This design comes from an exercise in tuning for small area on the open sky130 flow, not from production work.
At most, simulation tests tie the RTL to the original design; equivalence was not proved.
No activity file was given, so power comes from the tool's default toggle rates.

==> try-garnet: inputs <==
==> flow/design.v <==
module spi_slave_gpio_regmap (
  input  logic       clk,
  input  logic       rst_n,
  input  logic       cs,        
  input  logic       sclk,
  input  logic       mosi,
  output logic       miso,
  input  logic [7:0] gpio_in,
  output logic [7:0] gpio_out
);
  localparam logic [7:0] ID_VALUE = 8'hA5;
  logic sclk_d1, sclk_d2;
  logic cs_d1,   cs_d2;
  logic mosi_d1, mosi_d2;
  always_ff @(posedge clk or negedge rst_n) begin
    if (!rst_n) begin
      cs_d1 <= 1; cs_d2 <= 1;
    end else begin
      cs_d1 <= cs;
      cs_d2 <= cs_d1;
    end
  end
  always_ff @(posedge clk) begin
    sclk_d1 <= sclk;
    sclk_d2 <= sclk_d1;
    mosi_d1 <= mosi;
    mosi_d2 <= mosi_d1;
  end
  wire sclk_rise =  sclk_d1 & ~sclk_d2;
  wire sclk_fall = ~sclk_d1 &  sclk_d2;
  wire cs_active = ~cs_d2;
  logic [2:0] bit_cnt;
  logic [1:0] byte_cnt;
  logic [7:0] shift_in;
  logic       rw;
  logic [7:0] addr;
  logic [7:0] gpio_reg;
  logic [7:0] wbuf;
  logic       wpend;
  logic [4:0] phase;
  logic       sweep;
  logic [7:0] rbuf;       
  logic [3:0] nout;       
  wire rise_act  = cs_active & sclk_rise;
  wire fall_act  = cs_active & sclk_fall;
  wire byte_done = rise_act & (bit_cnt == 3'd7);
  wire [7:0] full_byte = {shift_in[6:0], mosi_d2};
  wire ld_addr = byte_done & (byte_cnt == 2'd1);
  wire rd_load = ld_addr & ~rw;
  wire wr_evt  = byte_done & (byte_cnt == 2'd2) & rw;
  wire [7:0] addr_nx = ld_addr ? full_byte : addr;
  wire [7:0] wbuf_nx = wr_evt  ? full_byte : wbuf;
  wire       wact  = wr_evt | wpend;
  wire       wslot = (addr[4:0] == phase);
  logic [255:0] ring [0:7];
  logic [7:0]   ins;
  genvar gr;
  generate
    for (gr = 0; gr < 8; gr++) begin : g_ring
      assign ins[gr] = sweep | (wact & wslot & (addr[7:5] == gr));
      always_ff @(posedge clk)
        ring[gr] <= {ins[gr] ? wbuf_nx : ring[gr][7:0], ring[gr][255:8]};
    end
  endgenerate
  wire [4:0] rpos = addr_nx[4:0] - phase;    
  wire [2:0] rsel = addr_nx[7:5];
  function automatic logic is_tap(input int j, input int p);
    case (j)
      7: is_tap = (p % 2) == 0;
      6: is_tap = (p % 4) == 0;
      5: is_tap = (p == 0) || (p == 6) || (p == 12) || (p == 18) || (p == 24) || (p == 28);
      4: is_tap = (p % 8) == 0;
      3: is_tap = (p % 8) == 0;
      2: is_tap = (p == 0) || (p == 11) || (p == 22);
      1: is_tap = (p == 0) || (p == 11) || (p == 22);
      default: is_tap = (p % 16) == 0;
    endcase
  endfunction
  logic [7:0] aligned;
  logic [7:0] tapv;
  always_comb begin
    for (int j = 0; j < 8; j++) begin
      aligned[j] = 1'b0;
      tapv[j]    = 1'b0;
      for (int p = 0; p < 32; p++) begin
        if (is_tap(j, p)) begin
          aligned[j] = aligned[j] | (rpos == p);
          tapv[j] = tapv[j] | ((rpos == p) & ring[rsel][8*p + j]);
        end
      end
    end
  end
  wire       special = (addr_nx[7:1] == 7'd0);
  wire [7:0] spec_val = addr_nx[0] ? gpio_in : ID_VALUE;
  wire [7:0] cap = aligned & {8{~special}};
  logic [7:0] rbuf_nx;
  always_comb
    for (int j = 0; j < 8; j++)
      rbuf_nx[j] = cap[j] ? tapv[j] : (rd_load ? spec_val[j] : rbuf[j]);
  always_ff @(posedge clk or negedge rst_n) begin
    if (!rst_n) begin
      gpio_reg <= 0;
      wbuf     <= 0;
      wpend    <= 0;
      phase    <= 0;
      sweep    <= 1;
      nout     <= 4'd8;
      miso     <= 0;
    end else begin
      phase <= phase + 5'd1;
      if (phase == 5'd31) sweep <= 1'b0;
      wbuf  <= wbuf_nx;
      wpend <= wact & ~wslot;
      if (wr_evt && addr == 8'h02)
        gpio_reg <= full_byte;
      if (rd_load)
        nout <= 4'd0;
      if (fall_act) begin
        if (nout[3]) begin
          miso <= 1'b0;
        end else begin
          miso <= rbuf_nx[~nout[2:0]];
          nout <= nout + 4'd1;
        end
      end
    end
  end
  always_ff @(posedge clk) begin
    addr <= addr_nx;
    rbuf <= rbuf_nx;
    if (!cs_active) begin
      bit_cnt  <= 0;
      byte_cnt <= 0;
    end
    if (rise_act) begin
      shift_in <= full_byte;
      if (bit_cnt == 3'd7) begin
        if (byte_cnt == 2'd0) rw <= full_byte[0];
        byte_cnt <= byte_cnt + 1;
        bit_cnt  <= 0;
      end else begin
        bit_cnt <= bit_cnt + 1;
      end
    end
  end
  assign gpio_out = gpio_reg;
endmodule
==> flow/flow/run.sh <==
#!/bin/bash
# Standard layout, with clock tree synthesis told not to add dummy loads.
set -euo pipefail
export CTS_ARGS="-sink_clustering_enable -repair_clock_nets -buf_list sky130_fd_sc_hd__clkbuf_16 -sink_clustering_size 32 -sink_clustering_max_diameter 50 -dont_use_dummy_load"
bash standard.sh > standard_flow.log 2>&1
==> flow/standard.sh <==
#!/bin/bash
# synth_recipe.tcl (not shown) runs the flow's synth.tcl, then flattens the netlist and writes it again
# the make line also repeats each setting of config.mk as NAME=value (left out here)
make -C /OpenROAD-flow-scripts/flow DESIGN_CONFIG=/design/flow/config.mk WORK_HOME=/design/flow/orfs CLKGATE_MAP_FILE= SYNTH_SCRIPT=/design/flow/synth_recipe.tcl "${@:-finish}"
==> flow/config.mk <==
export PLATFORM = sky130hd
export DESIGN_NAME = spi_slave_gpio_regmap
export DESIGN_NICKNAME = spi_slave_gpio_regmap
export VERILOG_FILES = /design/flow/design.v
export SDC_FILE = /design/flow/constraint.sdc
export NUM_CORES = 4
export LEC_CHECK = 0
export CAP_MARGIN = 20
export CORE_MARGIN = 2
export CORE_UTILIZATION = 65
export PLACE_DENSITY = 0.75
export SLEW_MARGIN = 20
==> flow/constraint.sdc <==
create_clock -name core_clock -period 10.0 [get_ports {clk}]
set_input_delay 2.0000 -clock core_clock [delete_from_list [all_inputs] [get_ports {clk}]]
set_output_delay 2.0000 -clock core_clock [all_outputs]
set_load 0.01 [all_outputs]
==> inputs of try-amber, as changes to try-garnet <==
==> flow/run.sh (new file) <==
#!/bin/bash
# synth_recipe.tcl (not shown) runs the flow's synth.tcl, then flattens the netlist and writes it again
# the make line also repeats each setting of config.mk as NAME=value (left out here)
make -C /OpenROAD-flow-scripts/flow DESIGN_CONFIG=/design/flow/config.mk WORK_HOME=/design/flow/orfs CLKGATE_MAP_FILE= SYNTH_SCRIPT=/design/flow/synth_recipe.tcl finish
- CTS_BUF_LIST: default -> sky130_fd_sc_hd__clkbuf_8
- CTS_CLUSTER_DIAMETER: default -> 40
- CTS_CLUSTER_SIZE: default -> 16
removed: flow/flow/run.sh
removed: flow/standard.sh
==> results.py <==
metrics = {
    "outcome": {
        "outcome": "finished with violations",
        "check.faults": "antenna violations",
    },
    "pwr": {
        "p_comb_share_pct": 0.4,
        "powerComb_uw": 57.9,
        "finalPower_uw": 12950,
    },
    "sta": {
        "relSlewSlack_pct": 22.72,
    },
    "clock_tree": {
        "clockRootBuffer": "clkbuf_8",
    },
    "route": {
        "ant_nets": 1,
        "drt_iter0_markers": 1946,
        "met1_length_mm": 50.20,
    },
    "global_routing": {
        "grt_pass1_vias": 23050,
        "grtUsageMet3_pct": 5.280,
    },
    "min_path": {
        "min_to": "ring[0][25]",
    },
}
# the run above: try-amber

==> results.py <==
metrics = {
    "global_routing": {
        "grtUsageMet3_pct": 4.592,
        "grt_pass1_vias": 23190,
    },
    "pwr": {
        "powerComb_uw": 58.9,
        "finalPower_uw": 13030,
        "p_comb_share_pct": 0.5,
    },
    "route": {
        "ant_nets": 0,
        "met1_length_mm": 49.82,
        "drt_iter0_markers": 2030,
    },
    "outcome": {
        "outcome": "timing/DRC/antenna clean",
    },
    "sta": {
        "relSlewSlack_pct": 26.05,
    },
    "clock_tree": {
        "clockRootBuffer": "clkbuf_16",
    },
}
# the run above: try-garnet


* * *

==> run a <==
// spi_slave_gpio_regmap: RTL as listed in full above, without the edits since
Settings: LEC_CHECK=0, CAP_MARGIN=20, CORE_MARGIN=2, CORE_UTILIZATION=65, PLACE_DENSITY=0.75, SLEW_MARGIN=20; clock period 10.0 ns.
standard.sh (not shown) runs the stock make flow with config.mk's settings and CLKGATE_MAP_FILE= SYNTH_SCRIPT=/design/flow/synth_recipe.tcl, a recipe that flattens the netlist after the stock synthesis.
==> flow/flow/run.sh <==
#!/bin/bash
# Standard layout, with clock tree synthesis told not to add dummy loads.
set -euo pipefail
export CTS_ARGS="-sink_clustering_enable -repair_clock_nets -buf_list sky130_fd_sc_hd__clkbuf_8 -sink_clustering_size 16 -sink_clustering_max_diameter 40 -dont_use_dummy_load"
bash standard.sh > standard_flow.log 2>&1
==> run b: changes against run a <==
--- a/flow/design.v
+++ b/flow/design.v
@@ -85,5 +85,6 @@
       for (int p = 0; p < 32; p++) begin
-        if (is_tap(j, p)) begin
-          aligned[j] = aligned[j] | (rpos == p);
-          tapv[j] = tapv[j] | ((rpos == p) & ring[rsel][8*p + j]);
+        if (is_tap(j, p) && rpos == p) begin
+          aligned[j] = 1'b1;
+          for (int r = 0; r < 8; r++)
+            if (rsel == r) tapv[j] = ring[r][8*p + j];
         end
==> flow/run.sh (new file) <==
#!/bin/bash
# synth_recipe.tcl (not shown) runs the flow's synth.tcl, then flattens the netlist and writes it again
# the make line also repeats each setting of config.mk as NAME=value (left out here)
make -C /OpenROAD-flow-scripts/flow DESIGN_CONFIG=/design/flow/config.mk WORK_HOME=/design/flow/orfs CLKGATE_MAP_FILE= SYNTH_SCRIPT=/design/flow/synth_recipe.tcl finish
--- a/flow/config.mk
+++ b/flow/config.mk
@@ -7,6 +7,7 @@
 export LEC_CHECK = 0
-export CAP_MARGIN = 20
+export CAP_MARGIN = 40
 export CORE_MARGIN = 2
-export CORE_UTILIZATION = 65
-export PLACE_DENSITY = 0.75
-export SLEW_MARGIN = 20
+export CORE_UTILIZATION = 45
+export CTS_BUF_LIST = sky130_fd_sc_hd__clkbuf_2 sky130_fd_sc_hd__clkbuf_4
+export PLACE_DENSITY = 0.6
+export SLEW_MARGIN = 40
removed: flow/flow/run.sh
removed: flow/standard.sh
==> run c: changes against run a <==
==> flow/run.sh (new file) <==
#!/bin/bash
# synth_recipe.tcl (not shown) runs the flow's synth.tcl, then flattens the netlist and writes it again
# the make line also repeats each setting of config.mk as NAME=value (left out here)
make -C /OpenROAD-flow-scripts/flow DESIGN_CONFIG=/design/flow/config.mk WORK_HOME=/design/flow/orfs CLKGATE_MAP_FILE= SYNTH_SCRIPT=/design/flow/synth_recipe.tcl finish
--- a/flow/config.mk
+++ b/flow/config.mk
@@ -10,2 +10,5 @@
 export CORE_UTILIZATION = 65
+export CTS_BUF_LIST = sky130_fd_sc_hd__clkbuf_16
+export CTS_CLUSTER_DIAMETER = 50
+export CTS_CLUSTER_SIZE = 32
 export PLACE_DENSITY = 0.75
removed: flow/flow/run.sh
removed: flow/standard.sh
==> run summary <==
- Run a finished clean. Run b ran to the end with no violations. Run c ran to the end with no violations.
- Of run b and run c, run b has the higher via count (gap 8.4%, measured against run c).
- Area after synthesis is the same in run c and run a.
- Against run b, the power of run c is smaller by about 6%.
- First-iteration DRC count, highest first: run c, run a, run b.
- Between run b and run a, the lower design area is in run a (gap about 9%, measured against run a).
==> figures <==
metric                                                             run b                   run a                   run c
Outcome                                         timing/DRC/antenna clean  timing/DRC/antenna clean  timing/DRC/antenna clean
Reg-to-reg startpoint                           bit_cnt[0]$_SDFFCE_PP0P_     byte_cnt[1]$_DFF_P_     byte_cnt[1]$_DFF_P_
Layout buffer count excluding clock buffers                           64                      51                      51
Drt via density                                                    4.581                   5.427                   5.427
Achievable frequency                                           169.8 MHz               158.3 MHz               159.8 MHz
Cell with the most instances on the worst path     sky130_fd_sc_hd__ha_1  sky130_fd_sc_hd__inv_1  sky130_fd_sc_hd__inv_1
Multi-input logic portion of the cell area                        10.64%                  11.22%                  10.81%
Area used by multi-input combinational logic                    6088 µm²                5884 µm²                5884 µm²
Clock Tree Buf Depth                                                   4                       3                       3
Maximum vdd drop                                               0.1582 mV               0.1677 mV               0.2160 mV
P_leak                                                          23.35 nW                20.65 nW                21.56 nW
The RTL of run b was laid out without a check of its function.

* * *

==> 01-13 <==
Another version of the RTL of spi_slave_gpio_regmap (not shown whole).
==> module spi_slave_gpio_regmap, before the edit <==
module spi_slave_gpio_regmap (
  input  logic       clk,
  input  logic       rst_n,
  input  logic       cs,        
  input  logic       sclk,
  input  logic       mosi,
  output logic       miso,
  input  logic [7:0] gpio_in,
  output logic [7:0] gpio_out
);
  localparam byte ADDR_ID        = 8'h00;
  localparam byte ADDR_GPIO_IN   = 8'h01;
  localparam byte ADDR_GPIO_OUT  = 8'h02;
  localparam byte ID_VALUE       = 8'hA5;
  logic [7:0] regfile [0:255];
  assign gpio_out = regfile[ADDR_GPIO_OUT];
  logic sclk_d1, sclk_d2;
  logic cs_d1,   cs_d2;
  logic mosi_d1, mosi_d2;
  always_ff @(posedge clk or negedge rst_n) begin
    if (!rst_n) begin
      sclk_d1 <= 0; sclk_d2 <= 0;
      cs_d1   <= 1; cs_d2   <= 1;
      mosi_d1 <= 0; mosi_d2 <= 0;
    end else begin
      sclk_d1 <= sclk;
      sclk_d2 <= sclk_d1;
      cs_d1   <= cs;
      cs_d2   <= cs_d1;
      mosi_d1 <= mosi;
      mosi_d2 <= mosi_d1;
    end
  end
  wire sclk_rise =  sclk_d1 & ~sclk_d2;
  wire sclk_fall = ~sclk_d1 &  sclk_d2;
  wire cs_active = ~cs_d2;
  logic [2:0] bit_cnt;
  logic [1:0] byte_cnt;
  logic [7:0] shift_in;
  logic [7:0] shift_out;
  logic       rw;
  logic [7:0] addr;
  function automatic logic [7:0] read_reg(input logic [7:0] a);
    case (a)
      ADDR_ID       : read_reg = ID_VALUE;
      ADDR_GPIO_IN  : read_reg = gpio_in;
      default       : read_reg = regfile[a];
    endcase
  endfunction
  always_ff @(posedge clk or negedge rst_n) begin
    if (!rst_n) begin
      bit_cnt   <= 0;
      byte_cnt  <= 0;
      shift_in  <= 0;
      shift_out <= 0;
      rw        <= 0;
      addr      <= 0;
      miso      <= 0;
      for (int i = 0; i < 256; i++) begin
        regfile[i] <= 8'h00;
      end
    end
    else begin
      if (!cs_active) begin
        bit_cnt  <= 0;
        byte_cnt <= 0;
      end
      if (cs_active && sclk_rise) begin
        shift_in <= {shift_in[6:0], mosi_d2};
        if (bit_cnt == 3'd7) begin
          logic [7:0] full_byte;
          full_byte = {shift_in[6:0], mosi_d2};
          case (byte_cnt)
            2'd0: begin
              rw <= full_byte[0];
            end
            2'd1: begin
              addr <= full_byte;
              if (!rw)
                shift_out <= read_reg(full_byte);
            end
            2'd2: begin
              if (rw) begin
                if (addr != ADDR_ID && addr != ADDR_GPIO_IN)
                  regfile[addr] <= full_byte;
              end
            end
          endcase
          byte_cnt <= byte_cnt + 1;
          bit_cnt  <= 0;
        end
        else begin
          bit_cnt <= bit_cnt + 1;
        end
      end
      if (cs_active && sclk_fall) begin
        miso      <= shift_out[7];
        shift_out <= {shift_out[6:0], 1'b0};
      end
    end
  end
endmodule
Settings: LEC_CHECK=0, CAP_MARGIN=40, CORE_MARGIN=2, CORE_UTILIZATION=45, PLACE_DENSITY=0.6, SLEW_MARGIN=40; clock period 10.0 ns.
run.sh (not shown) runs the stock make flow with config.mk's settings and CLKGATE_MAP_FILE= SYNTH_SCRIPT=/design/flow/synth_recipe.tcl, a recipe that flattens the netlist after the stock synthesis.
Stock flow here: none of the scripts above is used.
==> 10-02: changes against 01-13 <==
==> flow/design.v (replaced) <==
module spi_slave_gpio_regmap (
  input  logic       clk,
  input  logic       rst_n,
  input  logic       cs,        
  input  logic       sclk,
  input  logic       mosi,
  output logic       miso,
  input  logic [7:0] gpio_in,
  output logic [7:0] gpio_out
);
  localparam logic [7:0] ID_VALUE = 8'hA5;
  logic sclk_d1, sclk_d2;
  logic cs_d1,   cs_d2;
  logic mosi_d1, mosi_d2;
  always_ff @(posedge clk or negedge rst_n) begin
    if (!rst_n) begin
      sclk_d1 <= 0; sclk_d2 <= 0;
      cs_d1   <= 1; cs_d2   <= 1;
      mosi_d1 <= 0; mosi_d2 <= 0;
    end else begin
      sclk_d1 <= sclk;
      sclk_d2 <= sclk_d1;
      cs_d1   <= cs;
      cs_d2   <= cs_d1;
      mosi_d1 <= mosi;
      mosi_d2 <= mosi_d1;
    end
  end
  wire sclk_rise =  sclk_d1 & ~sclk_d2;
  wire sclk_fall = ~sclk_d1 &  sclk_d2;
  wire cs_active = ~cs_d2;
  logic [2:0] bit_cnt;
  logic [1:0] byte_cnt;
  logic [7:0] shift_in;
  logic       rw;
  logic [7:0] addr;
  logic [7:0] gpio_reg;
  logic [7:0] wbuf;
  logic       wpend;
  logic [4:0] phase;
  logic       sweep;
  logic [7:0] rbuf;       
  logic [7:0] rpend;      
  logic [3:0] nout;       
  wire rise_act  = cs_active & sclk_rise;
  wire fall_act  = cs_active & sclk_fall;
  wire byte_done = rise_act & (bit_cnt == 3'd7);
  wire [7:0] full_byte = {shift_in[6:0], mosi_d2};
  wire ld_addr = byte_done & (byte_cnt == 2'd1);
  wire rd_load = ld_addr & ~rw;
  wire wr_evt  = byte_done & (byte_cnt == 2'd2) & rw;
  wire [7:0] addr_nx = ld_addr ? full_byte : addr;
  wire [7:0] wbuf_nx = wr_evt  ? full_byte : wbuf;
  wire       wact  = wr_evt | wpend;
  wire       wslot = (addr[4:0] == phase);
  logic [255:0] ring [0:7];
  logic [7:0]   ins;
  genvar gr;
  generate
    for (gr = 0; gr < 8; gr++) begin : g_ring
      assign ins[gr] = sweep | (wact & wslot & (addr[7:5] == gr));
      always_ff @(posedge clk)
        ring[gr] <= {ins[gr] ? wbuf_nx : ring[gr][7:0], ring[gr][255:8]};
    end
  endgenerate
  wire [4:0] rpos = addr_nx[4:0] - phase;    
  wire [2:0] rsel = addr_nx[7:5];
  function automatic logic is_tap(input int j, input int p);
    case (j)
      7: is_tap = (p % 2) == 0;
      6: is_tap = (p % 4) == 0;
      5: is_tap = (p == 0) || (p == 6) || (p == 12) || (p == 18) || (p == 24) || (p == 28);
      4: is_tap = (p % 8) == 0;
      3: is_tap = (p % 8) == 0;
      2: is_tap = (p == 0) || (p == 11) || (p == 22);
      1: is_tap = (p == 0) || (p == 11) || (p == 22);
      default: is_tap = (p % 16) == 0;
    endcase
  endfunction
  logic [7:0] aligned;
  logic [7:0] tapv;
  always_comb begin
    for (int j = 0; j < 8; j++) begin
      aligned[j] = 1'b0;
      tapv[j]    = 1'b0;
      for (int p = 0; p < 32; p++) begin
        if (is_tap(j, p) && rpos == p) begin
          aligned[j] = 1'b1;
          for (int r = 0; r < 8; r++)
            if (rsel == r) tapv[j] = ring[r][8*p + j];
        end
      end
    end
  end
  wire       special = (addr_nx[7:1] == 7'd0);
  wire [7:0] spec_val = addr_nx[0] ? gpio_in : ID_VALUE;
  wire [7:0] cap = aligned & (rd_load ? {8{~special}} : rpend);
  logic [7:0] rbuf_nx;
  always_comb
    for (int j = 0; j < 8; j++)
      rbuf_nx[j] = cap[j] ? tapv[j] : (rd_load ? spec_val[j] : rbuf[j]);
  always_ff @(posedge clk or negedge rst_n) begin
    if (!rst_n) begin
      bit_cnt  <= 0;
      byte_cnt <= 0;
      shift_in <= 0;
      rw       <= 0;
      addr     <= 0;
      gpio_reg <= 0;
      wbuf     <= 0;
      wpend    <= 0;
      phase    <= 0;
      sweep    <= 1;
      rbuf     <= 0;
      rpend    <= 0;
      nout     <= 4'd8;
      miso     <= 0;
    end else begin
      phase <= phase + 5'd1;
      if (phase == 5'd31) sweep <= 1'b0;
      addr  <= addr_nx;
      wbuf  <= wbuf_nx;
      wpend <= wact & ~wslot;
      rbuf  <= rbuf_nx;
      rpend <= (rd_load ? {8{~special}} : rpend) & ~aligned;
      if (!cs_active) begin
        bit_cnt  <= 0;
        byte_cnt <= 0;
      end
      if (rise_act) begin
        shift_in <= full_byte;
        if (bit_cnt == 3'd7) begin
          if (byte_cnt == 2'd0) rw <= full_byte[0];
          byte_cnt <= byte_cnt + 1;
          bit_cnt  <= 0;
        end else begin
          bit_cnt <= bit_cnt + 1;
        end
      end
      if (wr_evt && addr == 8'h02)
        gpio_reg <= full_byte;
      if (rd_load)
        nout <= 4'd0;
      if (fall_act) begin
        if (nout[3]) begin
          miso <= 1'b0;
        end else begin
          miso <= rbuf_nx[~nout[2:0]];
          nout <= nout + 4'd1;
        end
      end
    end
  end
  assign gpio_out = gpio_reg;
endmodule
==> qor summary <==
item	10-02	01-13
Highest Clock Rate	0.1529 GHz	0.1578 GHz
Worst flop-to-flop path startpoint	bit_cnt[0]$_DFFE_PN0P_	shift_in[0]$_DFFE_PN0P_
Final cell count without fillers	4,967	9,910
Reg2reg setup slack	3.46 ns	3.66 ns
Status	finished clean	finished clean
Number of buffers created by CTS	186	225
WP depth	22	11
Xor-xnor portion of the synthesized cell area	0.2118%	0.009555%
Proportion of register bits with asynchronous set or reset after synthesis	3.351%	100.0%
Proportion of cell area occupied by registers	73.72%	48.35%
Wire length of the first global-routing pass	153,500 um	734,100 um
Number of cells produced by synthesis	3,179	6,828
Mux cell area share after synthesis	2.355%	25.18%
DRC marker count from the first detailed-route iteration	1,917	14,457
Clock Skews	0.03975 ns	0.03458 ns
Routed via count divided by cell count	4.779	7.746
Cell type with the highest occurrence count on the critical path	sky130_fd_sc_hd__ha_1	sky130_fd_sc_hd__buf_4
Worst hold-check slack	0.2981 ns	0.3588 ns
For 01-13, only the layout was checked, not whether the RTL still works.

what the ideal ports hide:
How much do the figures lean on ideal ports? The routed layouts below were timed once more, with nothing changed but the port constraints. Step 1: set_driving_cell puts a clkbuf_16 on clk and a buf_2 on each other input, an assumption about the parent block. Step 2 times the ports against the registers' clock, not the clock port: input delays grow and output delays shrink by t, the midpoint of the rising clock arrivals with the driver on. Three values: no drivers, after step 1, after step 2; two values: the first two.
| run | shift t [ns] | slack for setup (ns) | worst register clock-pin slew, ns | worst data-port slew with drivers (ns) |
|---|---|---|---|---|
| try-garnet | 0.708 | 3.693 / 3.693 / 3.693 | 0.11 / 0.11 | 0.07 |
| try-amber | 0.889 | 3.726 / 3.726 / 3.726 | 0.11 / 0.11 | 0.07 |
| run a | 0.848 | 3.682 / 3.682 / 3.682 | 0.10 / 0.10 | 0.07 |
| run b | 1.212 | 4.110 / 4.110 / 4.110 | 0.08 / 0.08 | 0.05 |
| run c | 0.758 | 3.743 / 3.743 / 3.743 | 0.12 / 0.12 | 0.07 |
| 01-13 | 0.991 | 3.662 / 3.662 / 3.662 | 0.07 / 0.07 | 0.11 |
| 10-02 | 0.844 | 3.461 / 3.461 / 3.461 | 0.07 / 0.07 | 0.03 |
